Context: an optimization exercise on an open-source flow, tuned for small area and a short achievable clock period. The choices shown serve that exercise and are no tape-out recipe. Only simulation tests tie the RTL to the original design; equivalence was not proved. No activity file was given, so power comes from the tool's default toggle rates.

## job 102
==> flow/design.v (excerpt) <==
module hybrid_pwm_sd_2ndorder #(parameter signalwidth=16)
(
	input clk,
	input reset_n,
	input [signalwidth-1:0] d,
	output q
);
reg [4:0]  pc;        
reg        q_r;       
reg [22:0] w;         
reg [17:0] p;
reg [17:0] r;
reg        m;         
reg        c16_r;     
reg [15:0] dreg;      
reg [6:0]  th;        
reg [10:0] ep;        
reg        f31, f0, f1, f2, f3, f5, f7, f8;    
wire c16;
carry16 u_c16 (.a(p[15:0]), .b(d), .c(c16));
wire [17:0] b_oth = ({18{f2}} & {2'b0, dreg})
                  | ({18{f3 | f5}} & ({7'b0, ep} ^ {18{f3}}))
                  | ({18{f7}} & {2'b0, r[17:2]})
                  | ({18{f8}} & ~{2'b0, p[17:2]});
wire [7:0] wu;
wire [17:0] b_op = f31 ? ~{1'b0, wu, w[15:7]} : b_oth;
wire cin = f3 | f7 | (f31 & (q_r | ~&w[6:0])) | (f8 & ~|p[1:0]);
wire [17:0] sum;
wire [17:0] sa_p = p ^ b_op;
wire [17:0] sa_g = p & b_op;
wire sa_g1 = sa_g[0] | (sa_p[0] & cin);
wire sa_p1 = sa_p[0] & 1'b0;
wire sa_g2 = sa_g[2] | (sa_p[2] & sa_g[1]);
wire sa_p2 = sa_p[2] & sa_p[1];
wire sa_g3 = sa_g[4] | (sa_p[4] & sa_g[3]);
wire sa_p3 = sa_p[4] & sa_p[3];
wire sa_g4 = sa_g[6] | (sa_p[6] & sa_g[5]);
wire sa_p4 = sa_p[6] & sa_p[5];
wire sa_g5 = sa_g[8] | (sa_p[8] & sa_g[7]);
wire sa_p5 = sa_p[8] & sa_p[7];
wire sa_g6 = sa_g[10] | (sa_p[10] & sa_g[9]);
wire sa_p6 = sa_p[10] & sa_p[9];
wire sa_g7 = sa_g[12] | (sa_p[12] & sa_g[11]);
wire sa_p7 = sa_p[12] & sa_p[11];
  ...
Size: roughly 970 cells after synthesis, about 110 flip-flops, roughly 19 I/O pins.
==> flow/config.mk <==
export PLATFORM = sky130hd
export DESIGN_NAME = hybrid_pwm_sd_2ndorder
export DESIGN_NICKNAME = hybrid_pwm_sd_2ndorder
export VERILOG_FILES = /design/flow/design.v
export SDC_FILE = /design/flow/constraint.sdc
export NUM_CORES = 4
export LEC_CHECK = 0
export ABC_AREA = 1
export CAP_MARGIN = 20
export CORE_MARGIN = 2
export CORE_UTILIZATION = 40
export CTS_BUF_LIST = sky130_fd_sc_hd__clkbuf_8
export SLEW_MARGIN = 20
export SYNTH_HIERARCHICAL = 1
==> flow/constraint.sdc <==
create_clock -name core_clock -period 11.0 [get_ports {clk}]
set_input_delay 2.2000 -clock core_clock [delete_from_list [all_inputs] [get_ports {clk}]]
set_output_delay 2.2000 -clock core_clock [all_outputs]
set_load 0.01 [all_outputs]
standard.sh (not shown) runs the stock make flow with config.mk's settings and CLKGATE_MAP_FILE= SYNTH_SCRIPT=/design/flow/synth_recipe.tcl, a recipe that flattens the netlist after the stock synthesis.
==> flow/flow/run.sh <==
#!/bin/bash
# Standard ORFS layout (standard.sh) with three changes: timing repair is
# asked to leave extra setup margin so that the layout runs well faster than
# the clock, the ports get small buffers, and adders are left to ABC instead
# of being mapped to full/half-adder cells (registers are unchanged).
set -euo pipefail
bash standard.sh SETUP_SLACK_MARGIN=8.0 "BUFFER_PORTS_ARGS=-buffer_cell sky130_fd_sc_hd__buf_2" ADDER_MAP_FILE= finish > flow_make.log 2>&1
Changes in job 101 relative to job 102:
==> flow/flow/run.sh <==
#!/bin/bash
# Standard ORFS layout (standard.sh) with these changes:
#  - synthesis is standard.sh's, except that ABC maps the top module with a
#    delay target (flow/synth.tcl, flow/abc_top.script); registers unchanged;
#  - adders are left to ABC instead of full/half-adder cells;
#  - timing repair is asked to leave extra setup margin, so that the layout
#    runs well faster than the clock;
#  - the ports get small buffers.
# make's output goes to flow_make.log; each step's log is under orfs/logs.
set -euo pipefail
export FLOW_FLOW_DIR="$(pwd)/flow"
bash standard.sh "SYNTH_SCRIPT=$FLOW_FLOW_DIR/synth.tcl" ADDER_MAP_FILE= \
  SETUP_SLACK_MARGIN=7.5 "BUFFER_PORTS_ARGS=-buffer_cell sky130_fd_sc_hd__buf_2" \
  finish > flow_make.log 2>&1
==> flow/flow/abc_top.script (new file) <==
strash
dch
map -D 2500
topo
stime -c
buffer -c
upsize -c
dnsize -c
==> flow/flow/synth.tcl (new file) <==
# synth_recipe.tcl (standard.sh's synthesis script) with one change: ABC maps
# the top module with abc_top.script (the flow's area script, given a delay
# target) and the input-side carry tree (carry16, mux2x) with the flow's own
# script. Registers and names are those of the standard synthesis.
proc synth {args} { yosys synth -nofsm -noshare {*}$args }
proc abc {args} {
  set i [lsearch -exact $args -script]
  set rest $args
  lset rest [expr {$i + 1}] $::env(FLOW_FLOW_DIR)/abc_top.script
  yosys abc {*}$args carry16 mux2x
  yosys abc {*}$rest hybrid_pwm_sd_2ndorder
}
source $::env(SCRIPTS_DIR)/synth.tcl
# left out here: clear keep_hierarchy, flatten, clean up, hide names made inside functions, write 1_2_yosys.v
## What came out
Job 101 reached the final stage; the timing, DRC and antenna checks on its layout passed.
Against job 102, job 101 reports a initial cell density of the core that is lower.
Of job 101 and job 102, it is job 101 that has the higher sequential share of cell area.
Final worst-path cycle share is higher on job 101
The type of the setup path with the least slack comes out register to output pin in one run and register to register in the other, namely in job 102 and job 101 respectively.
Maximum fanout along the worst path ends up higher on job 101.
Per the comparison of job 101 with job 102, count of filler cells inserted in the layout shows a reduction of 178, core utilization shows a reduction of 0.78 points, sum of routed wire segments on met1 shows a reduction of 470 um, wire length shows a reduction of 6.7%, post-route standard cell area excluding fillers shows a reduction of about 8%.
What job 102 reported for gate count of the mapped netlist has to be multiplied by 0.851 to get the figure for job 101.

* * *

Another version of the RTL of hybrid_pwm_sd_2ndorder (not shown whole).
Size in the first run: ~970 cells after synthesis, ~19 I/O pins.
## hybrid_pwm_sd_2ndorder
module hybrid_pwm_sd_2ndorder #(parameter signalwidth=16)
(
	input clk,
	input reset_n,
	input [signalwidth-1:0] d,
	output q
);
reg [4:0]  pc;        
reg        q_r;       
reg        q_o;       
reg [22:0] w;         
reg [17:0] p;
reg [17:0] r;
reg        m;         
reg        c16_r;     
reg [15:0] dreg;      
reg [6:0]  th;        
reg [10:0] ep;        
reg        f31, f0, f1, f2, f3, f5, f7, f8;    
wire c16;
carry16 u_c16 (.a(p[15:0]), .b(d), .c(c16));
wire [17:0] b_oth = ({18{f2}} & {2'b0, dreg})
                  | ({18{f3 | f5}} & ({7'b0, ep} ^ {18{f3}}))
                  | ({18{f7}} & {2'b0, r[17:2]})
                  | ({18{f8}} & ~{2'b0, p[17:2]});
wire [7:0] wu;
wire [17:0] b_op = f31 ? ~{1'b0, wu, w[15:7]} : b_oth;
wire cin = f3 | f7 | (f31 & (q_r | ~&w[6:0])) | (f8 & ~|p[1:0]);
wire [17:0] sum;
wire [17:0] sa_p = p ^ b_op;
wire [17:0] sa_g = p & b_op;
wire sa_g1 = sa_g[0] | (sa_p[0] & cin);
wire sa_p1 = sa_p[0] & 1'b0;
wire sa_g2 = sa_g[2] | (sa_p[2] & sa_g[1]);
wire sa_p2 = sa_p[2] & sa_p[1];
wire sa_g3 = sa_g[4] | (sa_p[4] & sa_g[3]);
wire sa_p3 = sa_p[4] & sa_p[3];
wire sa_g4 = sa_g[6] | (sa_p[6] & sa_g[5]);
wire sa_p4 = sa_p[6] & sa_p[5];
wire sa_g5 = sa_g[8] | (sa_p[8] & sa_g[7]);
wire sa_p5 = sa_p[8] & sa_p[7];
wire sa_g6 = sa_g[10] | (sa_p[10] & sa_g[9]);
wire sa_p6 = sa_p[10] & sa_p[9];
wire sa_g7 = sa_g[12] | (sa_p[12] & sa_g[11]);
wire sa_p7 = sa_p[12] & sa_p[11];
wire sa_g8 = sa_g[14] | (sa_p[14] & sa_g[13]);
wire sa_p8 = sa_p[14] & sa_p[13];
wire sa_g9 = sa_g[16] | (sa_p[16] & sa_g[15]);
wire sa_p9 = sa_p[16] & sa_p[15];
wire sa_g10 = sa_g2 | (sa_p2 & sa_g1);
wire sa_p10 = sa_p2 & sa_p1;
wire sa_g11 = sa_g4 | (sa_p4 & sa_g3);
wire sa_p11 = sa_p4 & sa_p3;
wire sa_g12 = sa_g6 | (sa_p6 & sa_g5);
wire sa_p12 = sa_p6 & sa_p5;
wire sa_g13 = sa_g8 | (sa_p8 & sa_g7);
wire sa_p13 = sa_p8 & sa_p7;
wire sa_g14 = sa_g11 | (sa_p11 & sa_g10);
wire sa_p14 = sa_p11 & sa_p10;
wire sa_g15 = sa_g13 | (sa_p13 & sa_g12);
wire sa_p15 = sa_p13 & sa_p12;
wire sa_g16 = sa_g15 | (sa_p15 & sa_g14);
wire sa_p16 = sa_p15 & sa_p14;
wire sa_g17 = sa_g12 | (sa_p12 & sa_g14);
wire sa_p17 = sa_p12 & sa_p14;
wire sa_g18 = sa_g3 | (sa_p3 & sa_g10);
wire sa_p18 = sa_p3 & sa_p10;
  ...
clock: 11.0 ns
lec_check: 0
abc_area: 1
cap_margin: 20
core_margin: 2
core_utilization: 40
cts_buf_list: sky130_fd_sc_hd__clkbuf_8
slew_margin: 20
synth_hierarchical: 1
==> flow/flow/run.sh <==
#!/bin/bash
# Standard ORFS layout (standard.sh) with three changes: timing repair is
# asked to leave extra setup margin so that the layout runs well faster than
# the clock, the ports get small buffers, and adders are left to ABC instead
# of being mapped to full/half-adder cells (registers are unchanged).
set -euo pipefail
bash standard.sh SETUP_SLACK_MARGIN=8.0 "BUFFER_PORTS_ARGS=-buffer_cell sky130_fd_sc_hd__buf_2" ADDER_MAP_FILE= finish > flow_make.log 2>&1
Change:
==> flow/flow/run.sh (replaced) <==
#!/bin/bash
# Layout: the standard ORFS flow (standard.sh) with these changes:
#  - adders are left to ABC instead of being mapped to full/half-adder cells
#    (ADDER_MAP_FILE empty); registers are those of the standard synthesis;
#  - timing repair is asked to leave 8.2 ns of setup margin, so that the
#    layout runs well faster than the 11 ns clock (the SDC is unchanged);
set -euo pipefail
bash standard.sh SETUP_SLACK_MARGIN=8.2 "BUFFER_PORTS_ARGS=-buffer_cell sky130_fd_sc_hd__buf_2" ADDER_MAP_FILE= finish > flow_make.log 2>&1
--- a/flow/config.mk
+++ b/flow/config.mk
@@ -9,5 +9,5 @@
 export CAP_MARGIN = 20
 export CORE_MARGIN = 2
-export CORE_UTILIZATION = 40
+export CORE_UTILIZATION = 50
 export CTS_BUF_LIST = sky130_fd_sc_hd__clkbuf_8
 export SLEW_MARGIN = 20
Effect:
- The new run completed with no timing, DRC or antenna violations
- combinational power rises by a few percent
- setup slack improves by 0.0089 ns
- synthesized area stays the same
- clock skew hardly moves
- global-route usage came out higher by 5.4 points
- utilization rises by 15 points
- non-clock buffer count goes up by 7
Change:
==> flow/flow/run.sh (replaced) <==
#!/bin/bash
# Standard ORFS layout (standard.sh) with three changes: timing repair is
# asked to leave extra setup margin so that the layout runs well faster than
# the clock, the ports get small buffers, and adders are left to ABC instead
# of being mapped to full/half-adder cells (registers are unchanged).
set -euo pipefail
bash standard.sh SETUP_SLACK_MARGIN=8.2 SKIP_GATE_CLONING=1 "BUFFER_PORTS_ARGS=-buffer_cell sky130_fd_sc_hd__buf_2" ADDER_MAP_FILE= finish > flow_make.log 2>&1
--- a/flow/config.mk
+++ b/flow/config.mk
@@ -9,5 +9,5 @@
 export CAP_MARGIN = 20
 export CORE_MARGIN = 2
-export CORE_UTILIZATION = 50
+export CORE_UTILIZATION = 40
 export CTS_BUF_LIST = sky130_fd_sc_hd__clkbuf_8
 export SLEW_MARGIN = 20
Via count shrinks by about 5.4%.
Final cell count grows by about 1.6%.
Setup slack got worse by 0.0058 ns.
Design area shrinks by about 7%.
Critical path depth is unchanged.
Fmax is about the same.
Clock skew shrinks by 0.0079 ns.
Die area grows by about 24%.
Total power shrinks by about 6%.
Change:
--- a/flow/flow/run.sh
+++ b/flow/flow/run.sh
@@ -5,3 +5,3 @@
 # of being mapped to full/half-adder cells (registers are unchanged).
 set -euo pipefail
-bash standard.sh SETUP_SLACK_MARGIN=8.2 SKIP_GATE_CLONING=1 "BUFFER_PORTS_ARGS=-buffer_cell sky130_fd_sc_hd__buf_2" ADDER_MAP_FILE= finish > flow_make.log 2>&1
+bash standard.sh SETUP_SLACK_MARGIN=8.2 SETUP_MOVE_SEQUENCE=unbuffer,sizeup,swap "BUFFER_PORTS_ARGS=-buffer_cell sky130_fd_sc_hd__buf_2" ADDER_MAP_FILE= finish > flow_make.log 2>&1
Result: Combinational power falls by about 1%; wire length falls by 1.7%; global-route usage does not change; cell area falls by 0.87%; die area does not change; synthesized cell count stays the same; total power falls by 0.65%.

==> re-timing with driven ports <==
The results above use ideal ports. As a check the final layouts listed here were re-extracted and re-timed, cells and wires unchanged. Step 1, drivers: a clkbuf_16 drives clk and a buf_2 each remaining input, both assumed. Step 2, shift: input delay + t, output delay - t, t = (earliest + latest rising clock arrival at the registers) / 2. This alone moves slack from input paths to output paths. Three values: ideal, step 1, step 2; two values: the first two.
| run | shift t [ns] | setup WS [ns] | pins driven straight from the clock port |
|---|---|---|---|
| job 102 | 0.425 | 7.908 / 7.869 / 7.613 | 1 |
| job 101 | 0.421 | 7.580 / 7.580 / 7.328 | 1 |
| the first run of note 2 | 0.426 | 7.966 / 7.927 / 7.627 | 1 |
| the second run of note 2 | 0.421 | 7.975 / 7.939 / 7.635 | 1 |
| the third run of note 2 | 0.417 | 7.969 / 7.934 / 7.605 | 1 |
| the fourth run of note 2 | 0.419 | 7.964 / 7.930 / 7.588 | 1 |
After both steps setup and hold are still met in every run listed. The setup slack of the fourth run of note 2, which loses most, moves by -0.034 ns with the drivers and by -0.376 ns with both steps.
